This design comes from an exercise in tuning for small area on the open sky130 flow, not from production work.
The RTL was checked by simulation tests, not by an equivalence proof against the original design.
No driver is modelled on the clock port, so clocking that relies on it looks cheaper here than on a real chip.
Power and IR drop assume default switching activity.

**flow/design.v**
```verilog
module ALU (
    input logic [31:0] SrcA,
    input logic [31:0] SrcB,
    input logic [2:0] ALUControl,
    output logic [31:0] ALUResult
);
logic sub, en;
logic [31:0] b, p, g, c, s;
logic [8:0] bc;
assign sub = ALUControl[2];
assign en = (ALUControl[1:0] == 2'b10);
assign b = SrcB ^ {32{sub}};
assign p = SrcA ^ b;
assign g = SrcA & b;
assign bc[0] = sub;
genvar k;
generate for (k = 0; k < 8; k++) begin : blk
  logic [3:0] pp, gg;
  logic G, P;
  assign pp = p[4*k +: 4];
  assign gg = g[4*k +: 4];
  assign G = gg[3] | pp[3]&gg[2] | pp[3]&pp[2]&gg[1] | pp[3]&pp[2]&pp[1]&gg[0];
  assign P = &pp;
  assign bc[k+1] = G | P & bc[k];
  assign c[4*k]   = bc[k];
  assign c[4*k+1] = gg[0] | pp[0]&bc[k];
  assign c[4*k+2] = gg[1] | pp[1]&c[4*k+1];
  assign c[4*k+3] = gg[2] | pp[2]&c[4*k+2];
end endgenerate
assign s = p ^ c;
assign ALUResult = s & {32{en}};
endmodule
module rf_row (input logic clk,
input logic r, rn,
input logic [31:0] c,
output logic [31:0] q,
output logic [31:0] d
);
assign d = (q & {32{rn}}) | (c & {32{r}});
always_ff@(posedge clk)
	q <= d;
endmodule
module rf_aoi222 (input logic [2:0] a, b, output logic y);
assign y = ~|(a & b);
endmodule
module rf_aoi22 (input logic [1:0] a, b, output logic y);
assign y = ~|(a & b);
endmodule
module rf_rdbit #(parameter int N = 32) (input logic [N-1:0] s, d, output logic y);
localparam int G = N / 3;
localparam int R = N - 3 * G;
logic [G:0] n;
genvar g;
generate
	for (g = 0; g < G; g++) begin : grp
		rf_aoi222 u (.a(s[3*g +: 3]), .b(d[3*g +: 3]), .y(n[g]));
	end
	if (R == 2) begin : r2
		rf_aoi22 u (.a(s[N-1 -: 2]), .b(d[N-1 -: 2]), .y(n[G]));
	end else if (R == 1) begin : r1
		assign n[G] = ~(s[N-1] & d[N-1]);
	end else begin : r0
		assign n[G] = 1'b1;
	end
endgenerate
assign y = ~&n;
endmodule
module rf_rdport (input logic [31:0] sel,
input logic [1023:0] arr,
input logic [4:0] idx,
output logic [31:0] y
);
genvar b, i;
generate
	for (b = 0; b < 32; b++) begin : bit_
		logic [31:0] col;
		for (i = 0; i < 32; i++) begin : c
			assign col[i] = arr[32*i + b];
		end
		if (b < 5) begin : lo
			rf_rdbit #(.N(33)) u (.s({~|sel, sel}), .d({idx[b], col}), .y(y[b]));
		end else begin : hi
			rf_rdbit #(.N(32)) u (.s(sel), .d(col), .y(y[b]));
		end
	end
endgenerate
endmodule
module register_file (input logic clk, rst,
input logic [4:0] A1, A2, A3,
input logic [31:0] WD3,
input logic WE3,
output logic [31:0] RD1,
output logic [31:0] RD2,
output logic [31:0] prode
);
logic [1023:0] arr, nxt;
logic [31:0] wrow, V, Vn;
logic PV;
logic [4:0] PA;
logic [31:0] PD;
logic [4:0] A1r, A2r;
logic RV1, RV2;
logic [31:0] sel1, sel2;
always_ff@(posedge clk or negedge rst)
	if (!rst) PV <= 1'b0;
	else PV <= WE3;
always_ff@(posedge clk) begin
	PA <= A3;
	PD <= WD3;
end
always_comb
	for (int i = 0; i < 32; i++) wrow[i] = PV && (PA == i);
assign Vn = V | wrow;
always_ff@(posedge clk or negedge rst)
	if (!rst) V <= 32'b0;
	else V <= Vn;
genvar g;
generate
	for (g = 0; g < 32; g++) begin : row
		rf_row u (.clk(clk), .r(wrow[g]), .rn(~wrow[g]), .c(PD),
		          .q(arr[32*g +: 32]), .d(nxt[32*g +: 32]));
	end
endgenerate
always_ff@(posedge clk)
	if (rst) begin
		A1r <= A1;
		A2r <= A2;
		RV1 <= Vn[A1];
		RV2 <= Vn[A2];
	end
always_comb
	for (int i = 0; i < 32; i++) begin
		sel1[i] = RV1 && (A1r == i);
		sel2[i] = RV2 && (A2r == i);
	end
rf_rdport rp1 (.sel(sel1), .arr(arr), .idx(A1r), .y(RD1));
rf_rdport rp2 (.sel(sel2), .arr(arr), .idx(A2r), .y(RD2));
assign prode = Vn[1] ? nxt[63:32] : 32'd1;
endmodule
module top (input logic clk, rst,
input logic [4:0] A1, A2, A3,
input logic [31:0] WD3,
input logic WE3,
input logic [31:0] SrcA,
input logic [31:0] SrcB,
input logic [2:0] ALUControl,
output logic [31:0] ALUResult,
output logic [31:0] RD1,
output logic [31:0] RD2,
output logic [31:0] prode
);
    register_file reg1 (clk, rst, A1, A2, A3, WD3, WE3, RD1, RD2, prode);
    ALU alu1 (SrcA, SrcB, ALUControl, ALUResult);
endmodule
```
**flow/flow/run.sh**
```bash
#!/bin/bash
set -euo pipefail
export BUFFER_PORTS_ARGS="-buffer_cell sky130_fd_sc_hd__buf_1"
export CTS_ARGS="-sink_clustering_enable -repair_clock_nets -dont_use_dummy_load -buf_list sky130_fd_sc_hd__clkbuf_8 -sink_clustering_size 16 -sink_clustering_max_diameter 60"
R=orfs/results/sky130hd/top/base
bash standard.sh floorplan > standard_floorplan.log 2>&1
cp $R/2_floorplan.odb $R/2_floorplan_presize.odb
ODB_IN=$R/2_floorplan_presize.odb ODB_OUT=$R/2_floorplan.odb \
  openroad -no_init -exit flow/downsize.tcl > downsize.log 2>&1
bash standard.sh cts > standard_cts.log 2>&1
cp $R/4_cts.odb $R/4_cts_presize.odb
ODB_IN=$R/4_cts_presize.odb SDC_IN=$R/4_cts.sdc ODB_OUT=$R/4_cts.odb \
  openroad -no_init -exit flow/resize_cts.tcl > resize_cts.log 2>&1
bash standard.sh > standard.log 2>&1
```
**flow/flow/downsize.tcl**
```tcl
# Swap every combinational cell of the synthesized netlist to the smallest
# drive strength of the same cell family (e.g. a22oi_2 -> a22oi_1).  Yosys's
# mapping upsizes some gates; the placement-stage repair_design later sizes up
# again whatever its slew and capacitance limits need.  Flip-flops, buffers,
# clock cells and tie cells are left alone.
read_db $::env(ODB_IN)
read_liberty $::env(FLOW_HOME)/platforms/sky130hd/lib/sky130_fd_sc_hd__tt_025C_1v80.lib
set n 0
set saved 0.0
foreach inst [[ord::get_db_block] getInsts] {
  set m [$inst getMaster]
  set name [$m getName]
  if {![regexp {^(sky130_fd_sc_hd__([a-z0-9]+))_([0-9]+)$} $name -> fam base drive]} continue
  if {[regexp {^(df|edf|sdf|dl|buf|clk|conb|tap|fill|decap|diode|bufinv|probe|lpflow)} $base]} continue
  set best $name
  set best_area [expr {[$m getWidth] * [$m getHeight]}]
  foreach cand [[ord::get_db] getLibs] {
    foreach cm [$cand getMasters] {
      set cn [$cm getName]
      if {![regexp "^${fam}_\[0-9\]+\$" $cn]} continue
      set a [expr {[$cm getWidth] * [$cm getHeight]}]
      if {$a < $best_area} { set best $cn; set best_area $a }
    }
  }
  if {$best ne $name} {
    set saved [expr {$saved + ([$m getWidth] * [$m getHeight] - $best_area) / 1e6}]
    replace_cell [$inst getName] $best
    incr n
  }
}
puts "downsize: swapped $n cells, saved [format %.1f $saved] um2"
write_db $::env(ODB_OUT)
```
**flow/flow/resize_cts.tcl**
```tcl
# After clock tree synthesis: gates that placement sized up but that now
# drive at most two pins (typically one of the buffers repair_design added
# later on the same net) go back to the smallest drive strength of their
# family.  Each swap is kept only if it leaves no max-slew or
# max-capacitance violation and the worst setup slack stays above 0.3 ns.
# The smaller cell keeps its origin, so the placement stays legal.
read_db $::env(ODB_IN)
read_liberty $::env(FLOW_HOME)/platforms/sky130hd/lib/sky130_fd_sc_hd__tt_025C_1v80.lib
read_sdc $::env(SDC_IN)
source $::env(FLOW_HOME)/platforms/sky130hd/setRC.tcl
set_propagated_clock [all_clocks]
estimate_parasitics -placement
puts "before: area [rsz::design_area] wns [sta::worst_slack_cmd max]"
proc nviol {} {
  set s [sta::max_slew_violation_count]
  set c [sta::max_capacitance_violation_count]
  return [expr {$s + $c}]
}
set base_viol [nviol]
puts "violations before: $base_viol"
set n 0
foreach inst [[ord::get_db_block] getInsts] {
  set m [$inst getMaster]
  set name [$m getName]
  if {![regexp {^(sky130_fd_sc_hd__([a-z0-9]+))_([0-9]+)$} $name -> fam base drive]} continue
  if {[regexp {^(df|edf|sdf|dl|buf|clk|conb|tap|fill|decap|diode|bufinv|probe|lpflow)} $base]} continue
  set fo 0
  foreach it [$inst getITerms] {
    if {[$it isOutputSignal] && [$it getNet] ne "NULL"} {
      set net [$it getNet]
      set fo [expr {[llength [$net getITerms]] - 1 + [llength [$net getBTerms]]}]
    }
  }
  if {$fo < 1 || $fo > 2} continue
  set best $name
  set best_area [expr {[$m getWidth] * [$m getHeight]}]
  foreach lib [[ord::get_db] getLibs] {
    foreach cm [$lib getMasters] {
      set cn [$cm getName]
      if {![regexp "^${fam}_\[0-9\]+\$" $cn]} continue
      set a [expr {[$cm getWidth] * [$cm getHeight]}]
      if {$a < $best_area} { set best $cn; set best_area $a }
    }
  }
  if {$best eq $name} continue
  replace_cell [$inst getName] $best
  estimate_parasitics -placement
  if {[nviol] > $base_viol || [sta::worst_slack_cmd max] < 0.3e-9} {
    replace_cell [$inst getName] $name
    estimate_parasitics -placement
  } else {
    incr n
  }
}
puts "resize_cts: $n cells set to their smallest size"
puts "after: area [rsz::design_area] wns [sta::worst_slack_cmd max] violations [nviol]"
write_db $::env(ODB_OUT)
```
**flow/standard.sh**
```bash
#!/bin/bash
# synth_recipe.tcl (not shown) runs the flow's synth.tcl, then flattens the netlist and writes it again
# the make line also repeats each setting of config.mk as NAME=value (left out here)
make -C /OpenROAD-flow-scripts/flow DESIGN_CONFIG=/design/flow/config.mk WORK_HOME=/design/flow/orfs CLKGATE_MAP_FILE= SYNTH_SCRIPT=/design/flow/synth_recipe.tcl "${@:-finish}"
```
**flow/config.mk**
```make
export PLATFORM = sky130hd
export DESIGN_NAME = top
export DESIGN_NICKNAME = top
export VERILOG_FILES = /design/flow/design.v
export SDC_FILE = /design/flow/constraint.sdc
export NUM_CORES = 4
export LEC_CHECK = 0
export CAP_MARGIN = 20
export CORE_MARGIN = 2
export CORE_UTILIZATION = 55
export SLEW_MARGIN = 20
export SYNTH_HIERARCHICAL = 1
```
**flow/constraint.sdc**
```tcl
create_clock -name core_clock -period 10.0 [get_ports {clk}]
set_input_delay 2.0000 -clock core_clock [delete_from_list [all_inputs] [get_ports {clk}]]
set_output_delay 2.0000 -clock core_clock [all_outputs]
set_load 0.01 [all_outputs]
```
==> insert_results.sql, run 1 <==
INSERT INTO impl_metrics (metric_group, metric, value, unit) VALUES
('critical_path', 'path_buf_inv', '3', ''),
('place', 'globalplace.congestion', '0.985', ''),
('pwr', 'share_clk_of_total_power', '23.0', '%'),
('global_routing', 'grt_pass1_wl', '280000', 'um'),
('sta', 'period_share', '87.7', '%'),
('sta', 'fmax', '0.114', 'GHz'),
('pwr', 'sw_share', '29.6', '%'),
('yosys', 'synth_ff_type', 'sky130_fd_sc_hd__dfxtp_1', ''),
('yosys', 'ys_types', '74', ''),
('cts', 'tritoncts', 'done', ''),
('yosys', 'yosysWarningCount', '8', ''),
('pwr', 'internal-power', '6970', 'uW'),
('min_path', 'hold-path-cell-count', '2', ''),
('pwr', 'leakagePower', '0.0184', 'uW'),
('pwr', 'comb_power_share', '17.0', '%'),
('sta', 'finalHoldViolCount', '0', ''),
('yosys', 'count_of_flip_flops_with_a_built_in_enable_after_synthesis', '12', ''),
('detailed_routing', 'firstDrtPassIters', '14', ''),
('yosys', 'mappedNetlistNets', '4040', ''),
('sta', 'tightest_slew', '1270', 'ps'),
('yosys', 'synthesis.area_per_instance', '12.0', 'um2'),
('place', 'dp_hpwl', '117000', 'um'),
('floorplanning', 'start_util', '55.5', '%'),
('critical_path', 'critPathMostFrequentCell', 'sky130_fd_sc_hd__fa_1', ''),
('global_routing', 'number_of_global_route_vias_before_repair', '41832', ''),
('floorplanning', 'die_height', '294', 'um'),
('sta', 'rsz_0062_raised_after_global_routing', 'no', ''),
('yosys', 'synth_area', '46300', 'um2'),
('cells_and_area', 'drive_above_1_share', '6.72', '%'),
('cells_and_area', 'nNetsFinal', '4305', ''),
('critical_path', 'cells_traversed_along_the_worst_timing_path', 'clkbuf_2 -> buf_4 -> xor2_1 -> ha_1 -> and3_1 -> a221oi_1 -> o21ai_0 -> a21oi_1 -> o31ai_1 -> fa_1 -> fa_1 -> fa_1 -> xnor2_1 -> xnor2_1 -> nor2_1 -> buf_1', ''),
('yosys', 'netlist_top_cells_area', 'sky130_fd_sc_hd__dfxtp_1, sky130_fd_sc_hd__a22o_1, sky130_fd_sc_hd__a222oi_1, sky130_fd_sc_hd__buf_6, sky130_fd_sc_hd__nand4_1', ''),
('critical_path', 'crit_arrival', '6770', 'ps'),
('min_path', 'worst_hold_path_type', 'flop to flop', ''),
('detailed_routing', 'drc_errors', '0', ''),
('floorplanning', 'die-area', '86600', 'um2'),
('critical_path', 'timing.critical_path.fanout_max', '21', ''),
('critical_path', 'critical_path_required', '8000', 'ps'),
('place', 'place.port_buffers', '244', ''),
('detailed_routing', 'routed_via_density', '8.40', ''),
('pwr', 'p_total', '9890', 'uW'),
('cells_and_area', 'area_growth', '4.30', '%'),
('detailed_routing', 'routed-via-count', '43864', ''),
('cells_and_area', 'final_std_cell_area_no_fill', '48300', 'um2'),
('sta', 'final.hold.worst_slack', '458', 'ps'),
('yosys', 'synth-seq-area-share', '48.4', '%'),
('sta', 'relSlewSlack', '15.3', '%'),
('global_routing', 'antenna_found_initial', '5', ''),
('yosys', 'synth_top_area_share', '45.8', '%'),
('global_routing', 'grt_residual_overflow', '0', ''),
('sta', 'final-max-slew-violation-count', '0', ''),
('critical_path', 'cp_slowest_stage_delay', '500', 'ps'),
('critical_path', 'reg2reg_slack', '6330', 'ps'),
('floorplanning', 'die_w', '294', 'um'),
('sta', 'finalSetupViolCount', '0', ''),
('critical_path', 'worst_r2r_path_depth', '5', ''),
('cts', 'cts_post_setup_buffers_inserted', '0', ''),
('sta', 'clock-skew-final', '93.0', 'ps'),
('cts', 'cts.repair.resized', '0', ''),
('cts', 'clkLatencyLatePin', '800', 'ps'),
('floorplanning', 'io-pin-count', '245', ''),
('cts', 'clock_sinks', '1106', ''),
('critical_path', 'critical_path.endpoint_type', 'output pin', ''),
('pwr', 'vdd_ir_drop_max', '0.152', 'mV'),
('cts', 'clk_pin_slew_worst_paths', '90', 'ps'),
('floorplanning', 'design.core.area', '83600', 'um2'),
('cts', 'cts-hold-fix-buffers', '0', ''),
('place', 'placed_cell_area', '47400', 'um2'),
('sta', 'fin_setup_tns', '0', 'ps'),
('run_status', 'result_of_the_run', 'no timing/DRC/antenna violations', ''),
('critical_path', 'worst-setup-path-type', 'input port to output pin', '');
-- power by group through the flow --
| stage | clock network (uW) | registers [uW] | logic, uW |
|---|---|---|---|
| finish | 2280 | 5940 | 1680 |
| global route | 2430 | 6010 | 1760 |
| global placement | 0 | 5900 | 1580 |
| detailed placement | 0 | 5980 | 1640 |
| floorplan | 0 | 5860 | 1180 |
| CTS | 2270 | 5890 | 1640 |
-- state kept, by name, indices dropped and copies added, names as in the netlist --
register,count
reg1.row.u.q,1024
reg1.PV,1
reg1.PD,32
reg1.RV2,1
reg1.RV1,1
reg1.PA,5
reg1.A2r,5
reg1.V,32
reg1.A1r,5
-- cells in the mapped netlist (42+ instances only) --
cell and instances:
sky130_fd_sc_hd__dfxtp_1 1061, sky130_fd_sc_hd__a22oi_2 54, sky130_fd_sc_hd__nand3_1 77, sky130_fd_sc_hd__or3_1 65
sky130_fd_sc_hd__inv_1 53, sky130_fd_sc_hd__a22o_2 64, sky130_fd_sc_hd__nor2_1 92, sky130_fd_sc_hd__nand2_1 53
sky130_fd_sc_hd__a22o_1 961, sky130_fd_sc_hd__nand4_1 139, sky130_fd_sc_hd__buf_6 195, sky130_fd_sc_hd__nor2b_1 42
sky130_fd_sc_hd__a222oi_1 650
-- through the flow --
stage | instances | worst slack (ps) | utilization, %
floorplan | 3872 | 2520 | -
global placement | 5121 | 1300 | 56.7
detailed placement | 5122 | 1290 | 56.7
CTS | 5213 | 1270 | 58.2
global route | 5217 | 932 | 57.8
finish | 5219 | 1230 | 57.8
-- layer usage --
| layer | up-vias | share of wire (%) | global-route usage, % |
|---|---|---|---|
| met5 | - | 0.0060 | 0.170 |
| met4 | 2 | 7.1 | 28.0 |
| met3 | 825 | 16 | 12.1 |
| met2 | 4315 | 42 | 63.4 |
| met1 | 21349 | 36 | 56.7 |
| li1 | 17373 | - | - |
-- worst paths after layout --
| kind | to | from |
|---|---|---|
| setup / recovery | ALUResult[31] | ALUControl[2] |
| hold / removal | reg1.V[9] | reg1.V[9] |
| setup reg to reg | reg1.row[6].u.q[0] | reg1.PA[0] |
| hold reg to reg | reg1.V[9] | reg1.V[9] |
| max in group asynchronous | reg1.V[1] | rst |
| min in group asynchronous | reg1.V[8] | rst |
-- modules after synthesis (local to each module, per instance), a selection --
module	cells inside	flip-flops and latches
ALU	178	0
register_file	472	82
rf_aoi22	1	0
rf_aoi222	1	0
rf_rdport	11	0
rf_row	70	32
-- worst reg2reg max path, cell delays in order (launching register included) --
cell and delay [ps]:
sky130_fd_sc_hd__dfxtp_1 400, sky130_fd_sc_hd__and2b_1 790, sky130_fd_sc_hd__nand2_2 880, sky130_fd_sc_hd__inv_1 800, sky130_fd_sc_hd__buf_4 500, sky130_fd_sc_hd__a22o_1 200
-- area by class of cell --
cell class	count	area, um2
Antenna cell	4	10.0
Clock buffer	91	1250
Fill cell	7033	35200
Inverter	56	210
Multi-Input combinational cell	2480	20900
Sequential cell	1106	22400
Tap cell	1080	1350
Timing Repair Buffer	402	2160
-- cells in the final DEF, fill, tap and decap left out, types with 6 or more instances in the layout --
| master | n |
|---|---|
| sky130_fd_sc_hd__a21o_1 | 13 |
| sky130_fd_sc_hd__a21oi_1 | 36 |
| sky130_fd_sc_hd__a222oi_1 | 650 |
| sky130_fd_sc_hd__a22o_1 | 1025 |
| sky130_fd_sc_hd__a22oi_1 | 54 |
| sky130_fd_sc_hd__and2_1 | 24 |
| sky130_fd_sc_hd__buf_1 | 242 |
| sky130_fd_sc_hd__buf_4 | 155 |
| sky130_fd_sc_hd__clkbuf_8 | 91 |
| sky130_fd_sc_hd__dfrtp_1 | 33 |
| sky130_fd_sc_hd__dfxtp_1 | 1061 |
| sky130_fd_sc_hd__edfxtp_1 | 12 |
| sky130_fd_sc_hd__fa_1 | 23 |
| sky130_fd_sc_hd__ha_1 | 28 |
| sky130_fd_sc_hd__inv_1 | 47 |
| sky130_fd_sc_hd__inv_2 | 9 |
| sky130_fd_sc_hd__mux2i_1 | 10 |
| sky130_fd_sc_hd__nand2_1 | 51 |
| sky130_fd_sc_hd__nand2b_1 | 13 |
| sky130_fd_sc_hd__nand3_1 | 77 |
| sky130_fd_sc_hd__nand4_1 | 139 |
| sky130_fd_sc_hd__nor2_1 | 89 |
| sky130_fd_sc_hd__nor2b_1 | 43 |
| sky130_fd_sc_hd__nor3_1 | 6 |
| sky130_fd_sc_hd__nor4_1 | 19 |
| sky130_fd_sc_hd__o22ai_1 | 8 |
| sky130_fd_sc_hd__or3_1 | 65 |
| sky130_fd_sc_hd__xnor2_1 | 11 |
| sky130_fd_sc_hd__xor2_1 | 33 |
-- cells by family (layout without fill, tap and decap cells) --
family,Yosys count,in the layout,share of synthesized area [%]
fa+ha+maj,51,51,1.75
flops,1106,1106,48.4
compound gates,1812,1812,36.3
other cells,0,4,0
xor+xnor,44,44,0.832
buf+inv,286,549,5.55
simple gates,559,559,6.76
mux,14,14,0.386
==> run 2: changes to the inputs <==
==> flow/flow/resize_cts.tcl (replaced) <==
# After clock tree synthesis: each gate and (non-clock) buffer that
# placement sized up is tried at the smaller drive strengths of its family,
# smallest first.  A swap is kept only if it leaves no max-slew or
# max-capacitance violation and the worst setup slack stays above 0.3 ns.
# The smaller cell keeps its origin, so the placement stays legal.
read_db $::env(ODB_IN)
read_liberty $::env(FLOW_HOME)/platforms/sky130hd/lib/sky130_fd_sc_hd__tt_025C_1v80.lib
read_sdc $::env(SDC_IN)
source $::env(FLOW_HOME)/platforms/sky130hd/setRC.tcl
set_propagated_clock [all_clocks]
# keep 20% below the library slew limit, as the flow's repair does
set_max_transition 1.2 [current_design]
estimate_parasitics -placement
puts "before: area [rsz::design_area] wns [sta::worst_slack_cmd max]"
proc nviol {} {
  set s [sta::max_slew_violation_count]
  set c [sta::max_capacitance_violation_count]
  return [expr {$s + $c}]
}
set base_viol [nviol]
puts "violations before: $base_viol"
set n 0
foreach inst [[ord::get_db_block] getInsts] {
  set m [$inst getMaster]
  set name [$m getName]
  if {![regexp {^(sky130_fd_sc_hd__([a-z0-9]+))_([0-9]+)$} $name -> fam base drive]} continue
  if {[regexp {^(df|edf|sdf|dl|clk|conb|tap|fill|decap|diode|bufinv|probe|lpflow)} $base]} continue
  set fo 0
  foreach it [$inst getITerms] {
    if {[$it isOutputSignal] && [$it getNet] ne "NULL"} {
      set net [$it getNet]
      set fo [expr {[llength [$net getITerms]] - 1 + [llength [$net getBTerms]]}]
    }
  }
  if {$fo < 1} continue
  set area [expr {[$m getWidth] * [$m getHeight]}]
  set cands {}
  foreach lib [[ord::get_db] getLibs] {
    foreach cm [$lib getMasters] {
      set cn [$cm getName]
      if {![regexp "^${fam}_\[0-9\]+\$" $cn]} continue
      set a [expr {[$cm getWidth] * [$cm getHeight]}]
      if {$a < $area} { lappend cands [list $cn $a] }
    }
  }
  foreach c [lsort -integer -index 1 $cands] {
    replace_cell [$inst getName] [lindex $c 0]
    estimate_parasitics -placement
    if {[nviol] > $base_viol || [sta::worst_slack_cmd max] < 0.3e-9} {
      replace_cell [$inst getName] $name
      estimate_parasitics -placement
    } else {
      incr n
      break
    }
  }
}
puts "resize_cts: $n cells set to their smallest size"
puts "after: area [rsz::design_area] wns [sta::worst_slack_cmd max] violations [nviol]"
write_db $::env(ODB_OUT)
==> run 2 against run 1 <==
Combinational power hardly changed. Core utilization is 0.50 points lower. Global-route usage hardly changed.
==> insert_results.sql, run 2 <==
INSERT INTO impl_metrics (metric_group, metric, value, unit) VALUES
('sta', 'period_share', '92.9', '%'),
('sta', 'fin_setup_tns', '0', 'ps'),
('detailed_routing', 'drc_errors', '0', ''),
('cts', 'clock_sinks', '1106', ''),
('yosys', 'async_reset_ff_share', '2.98', '%'),
('place', 'globalplace.congestion', '0.985', ''),
('cts', 'cts_buffers', '91', ''),
('global_routing', 'antenna_found_initial', '8', ''),
('global_routing', 'grt_residual_overflow', '0', ''),
('floorplanning', 'design.core.area', '83600', 'um2'),
('sta', 'rsz_0062_raised_after_global_routing', 'no', ''),
('cts', 'clockBufferDepth', '3', ''),
('sta', 'finalHoldViolCount', '0', ''),
('critical_path', 'reg2reg_to', 'reg1.row[25].u.q[0]', ''),
('floorplanning', 'die_w', '294', 'um'),
('floorplanning', 'start_util', '55.5', '%'),
('cts', 'clock_tree.root_cell', 'sky130_fd_sc_hd__clkbuf_8', ''),
('pwr', 'sw_share', '29.6', '%'),
('detailed_routing', 'routed_via_density', '8.43', ''),
('cts', 'cts_post_setup_buffers_inserted', '0', ''),
('yosys', 'synth_top_area_share', '45.8', '%'),
('yosys', 'ys_seq_elements', '1106', ''),
('cells_and_area', 'leading_cell_types_in_the_layout_fill_and_taps_excluded', 'sky130_fd_sc_hd__dfxtp_1, sky130_fd_sc_hd__a22o_1, sky130_fd_sc_hd__a222oi_1', ''),
('yosys', 'synth-simple-area-share', '6.76', '%'),
('cells_and_area', 'final_std_cell_area_no_fill', '47900', 'um2'),
('global_routing', 'grt_pass1_wl', '281000', 'um'),
('critical_path', 'critical_path.endpoint_type', 'output pin', ''),
('cts', 'clk_pin_slew_worst_paths', '90', 'ps'),
('pwr', 'comb_power_share', '16.9', '%'),
('global_routing', 'number_of_global_route_vias_before_repair', '41838', ''),
('place', 'dp_hpwl', '117000', 'um'),
('critical_path', 'crit-reg2reg-launch', 'reg1.PA[0]', ''),
('critical_path', 'cp-startpoint', 'ALUControl[2]', ''),
('global_routing', 'grt_start_max_net_pins', '46', ''),
('detailed_routing', 'routedWlPerCell', '38.2', 'um'),
('yosys', 'mappedNetlistNets', '4040', ''),
('yosys', 'yosysMostFrequentCell', 'sky130_fd_sc_hd__dfxtp_1', ''),
('cts', 'cts.repair.resized', '0', ''),
('place', 'placed_cell_area', '47400', 'um2'),
('pwr', 'p_total', '9880', 'uW'),
('job', 'maxCapViolations', '0', ''),
('sta', 'clock-skew-final', '94.2', 'ps'),
('yosys', 'synth_ff_type', 'sky130_fd_sc_hd__dfxtp_1', ''),
('pwr', 'internal-power', '6960', 'uW'),
('critical_path', 'worst-setup-path-type', 'input port to output pin', ''),
('cells_and_area', 'final_std_cells_w_o_fill', '5221', ''),
('cts', 'clkLatencyLatePin', '800', 'ps'),
('pwr', 'vdd_ir_drop_max', '0.149', 'mV'),
('yosys', 'yosysWarningCount', '8', ''),
('cells_and_area', 'largest_register_ff_count', '1024', ''),
('place', 'placedCellCount', '5122', ''),
('yosys', 'synth.area.mux_share', '0.386', '%'),
('place', 'place.port_buffers', '244', ''),
('global_routing', 'global_route.usage.total', '43.6', '%'),
('critical_path', 'critical_path_required', '8000', 'ps'),
('pwr', 'power_density', '206', 'nW/um2'),
('pwr', 'leakagePower', '0.0183', 'uW'),
('cells_and_area', 'drive_above_1_share', '6.51', '%'),
('sta', 'final_period_minus_worst_setup_slack', '9290', 'ps'),
('critical_path', 'crit_arrival', '7290', 'ps'),
('detailed_routing', 'postRouteWirelength', '200000', 'um'),
('yosys', 'netlist_top_cells_area', 'sky130_fd_sc_hd__dfxtp_1, sky130_fd_sc_hd__a22o_1, sky130_fd_sc_hd__a222oi_1, sky130_fd_sc_hd__buf_6, sky130_fd_sc_hd__nand4_1', ''),
('cells_and_area', 'final.fill_count', '7140', ''),
('yosys', 'synthesis.instances', '3872', ''),
('sta', 'relSlewSlack', '14.8', '%'),
('cells_and_area', 'most_common_cell_after_layout_fill_and_taps_aside', 'sky130_fd_sc_hd__dfxtp_1', ''),
('cts', 'tritoncts', 'done', ''),
('floorplanning', 'die-area', '86600', 'um2'),
('cells_and_area', 'max_flop_register', 'reg1.row.u.q', ''),
('critical_path', 'timing.critical_path.fanout_max', '21', ''),
('sta', 'final-max-slew-violation-count', '0', ''),
('run_status', 'result_of_the_run', 'no timing/DRC/antenna violations', ''),
('cells_and_area', 'nNetsFinal', '4305', ''),
('yosys', 'count_of_flip_flops_with_a_built_in_enable_after_synthesis', '12', ''),
('critical_path', 'worstSetupStartpointType', 'input port', ''),
('yosys', 'synth-seq-area-share', '48.4', '%'),
('floorplanning', 'placement_rows', '106', ''),
('sta', 'finalSetupViolCount', '0', ''),
('cells_and_area', 'area_growth', '3.40', '%'),
('sta', 'fmax', '0.108', 'GHz'),
('yosys', 'ys_types', '74', ''),
('yosys', 'synthXorXnorAreaFrac', '0.832', '%'),
('detailed_routing', 'postRouteAntennaNets', '0', ''),
('yosys', 'compound_gate_fraction_of_synth_area', '36.3', '%'),
('detailed_routing', 'first_iter_violations', '11017', ''),
('yosys', 'synthesis.area_per_instance', '12.0', 'um2'),
('pwr', 'power.share.sequential', '60.1', '%'),
('critical_path', 'worst_r2r_path_depth', '7', ''),
('yosys', 'library_cell_occupying_the_most_area_in_the_post_synthesis_netlist', 'sky130_fd_sc_hd__dfxtp_1', ''),
('pwr', 'p_sw', '2920', 'uW'),
('cts', 'htree_depth', '3', ''),
('floorplanning', 'io-pin-count', '245', ''),
('cts', 'cts-hold-fix-buffers', '0', ''),
('min_path', 'hold-path-cell-count', '2', ''),
('critical_path', 'reg2reg_slack', '5800', 'ps'),
('yosys', 'synth_top_family_by_area', 'compound AO/OA/AOI/OAI gates', ''),
('cells_and_area', 'layout_top_registers', 'reg1.row.u.q (1024), reg1.PD (32), reg1.V (32)', ''),
('detailed_routing', 'firstDrtPassIters', '13', ''),
('cells_and_area', 'finalCoreUtilization', '57.3', '%'),
('min_path', 'min_delay_worst_endpoint', 'reg1.V[9]', ''),
('detailed_routing', 'routed-via-count', '43987', ''),
('floorplanning', 'die_height', '294', 'um'),
('sta', 'tightest_slew', '1280', 'ps'),
('yosys', 'synth_area', '46300', 'um2'),
('yosys', 'synth_adder_area_share', '1.75', '%'),
('yosys', 'netlist_top_cells_count', 'sky130_fd_sc_hd__dfxtp_1, sky130_fd_sc_hd__a22o_1, sky130_fd_sc_hd__a222oi_1', ''),
('min_path', 'worst_hold_path_type', 'flop to flop', ''),
('min_path', 'worstHoldStart', 'reg1.V[9]', ''),
('pwr', 'share_clk_of_total_power', '23.0', '%');
run 2: changes by cell type in the layout (fill, tap and decap cells not counted):
cell / delta
sky130_fd_sc_hd__diode_2: +2
sky130_fd_sc_hd__buf_2: +145
sky130_fd_sc_hd__clkbuf_2: +2
sky130_fd_sc_hd__buf_4: -155
sky130_fd_sc_hd__buf_1: +9
sky130_fd_sc_hd__buf_16: -1
run 2: worst max path at each step:
stage / to / depth (start not counted)
after floorplan: ALUResult[31] / 15
after global placement: ALUResult[31] / 16
after CTS: ALUResult[31] / 16
final: ALUResult[31] / 16
after global routing: ALUResult[31] / 16
after detailed placement: ALUResult[31] / 16
run 2: layout make-up:
class | count | area [um2] | share of cell area, %
clock buffer | 91 | 1250 | 2.61
multi-input combinational | 2480 | 20900 | 43.7
tap | 1080 | 1350 | 2.82
inverter | 56 | 210 | 0.439
antenna | 6 | 15.0 | 0.0313
timing repair buffer | 402 | 1740 | 3.64
sequential | 1106 | 22400 | 46.8
run 2: Yosys stat by module (local to each module, per instance), a selection:
| module | copies in the design | cells | flops+latches | cell area [um2] |
|---|---|---|---|---|
| register_file | 1 | 472 | 82 | 4080 |
| ALU | 1 | 178 | 0 | 1710 |
| rf_row | 32 | 70 | 32 | 991 |
| rf_rdport | 2 | 11 | 0 | 72.6 |
| rf_aoi22 | 54 | 1 | 0 | 12.5 |
| rf_aoi222 | 650 | 1 | 0 | 10.0 |
run 2: critical path, cell delays in order:
cell	delay (ps)
sky130_fd_sc_hd__clkbuf_2	480
sky130_fd_sc_hd__buf_1	820
sky130_fd_sc_hd__xor2_1	340
sky130_fd_sc_hd__ha_1	290
sky130_fd_sc_hd__and3_1	240
sky130_fd_sc_hd__a221oi_1	480
sky130_fd_sc_hd__o21ai_0	160
sky130_fd_sc_hd__a21oi_1	410
sky130_fd_sc_hd__o31ai_1	170
sky130_fd_sc_hd__fa_1	430
sky130_fd_sc_hd__fa_1	440
sky130_fd_sc_hd__fa_1	420
sky130_fd_sc_hd__xnor2_1	150
sky130_fd_sc_hd__xnor2_1	160
sky130_fd_sc_hd__nor2_1	90
sky130_fd_sc_hd__buf_1	180
run 2: power by group through the flow:
stage	clock, uW	combinational (uW)	sequential (uW)
after floorplan	0	1180	5860
after global placement	0	1580	5900
after detailed placement	0	1640	5980
after CTS	2270	1640	5890
after global routing	2430	1750	6010
final	2270	1670	5940
run 2: stage by stage:
stage / worst slack, ps / hold WS [ps]
5_1_grt: 422 / 469
3_5_place_dp: 1290 / 439
2_1_floorplan: 2520 / 422
3_3_place_gp: 1300 / 438
4_1_cts: 1270 / 460
6_report: 712 / 458
run 2: kinds of logic (layout without fill, tap and decap cells):
kind of cell,Yosys count,count (layout)
compound gates,1812,1812
xor+xnor,44,44
fa+ha+maj,51,51
buf+inv,286,549
flops,1106,1106
mux,14,14
other cells,0,6
simple gates,559,559
run 2: per-layer routing:
metal / global-route usage (%) / routed length [um] / vias up
li1: - / - / 17386
met1: 56.9 / 72100 / 21521
met2: 63.5 / 83200 / 4259
met3: 12.1 / 29900 / 817
met4: 27.6 / 14200 / 4
met5: 0.340 / 31 / -

[afterwards: timing with drivers on the ports]
No port has a modelled driver above. Below, the same layouts with a new extraction and two added sets of constraints. Step 1: set_driving_cell puts a clkbuf_16 on clk and a buf_2 on each other input, an assumption about the parent block. Step 2 also shifts input and output timing later by t, the mid clock arrival at the registers, as if the neighbouring blocks saw the same clock. a / b / c = ideal ports / drivers / drivers and shift; a / b = the first two.
run | t, ns | slack for setup (ns) | worst setup path at the end | latest minus earliest clock arrival (ns) | worst slew at a driven data input, ns
run 1 | 0.820 | 1.227 / 1.204 / 1.204 | input to output | 0.117 / 0.117 | 0.10
run 2 | 0.820 | 0.712 / 0.688 / 0.688 | input to output | 0.117 / 0.118 | 0.10
After both steps every run listed still meets setup and hold. For run 2, which loses most, drivers alone change the setup slack by -0.024 ns; drivers and shift together by -0.024 ns.
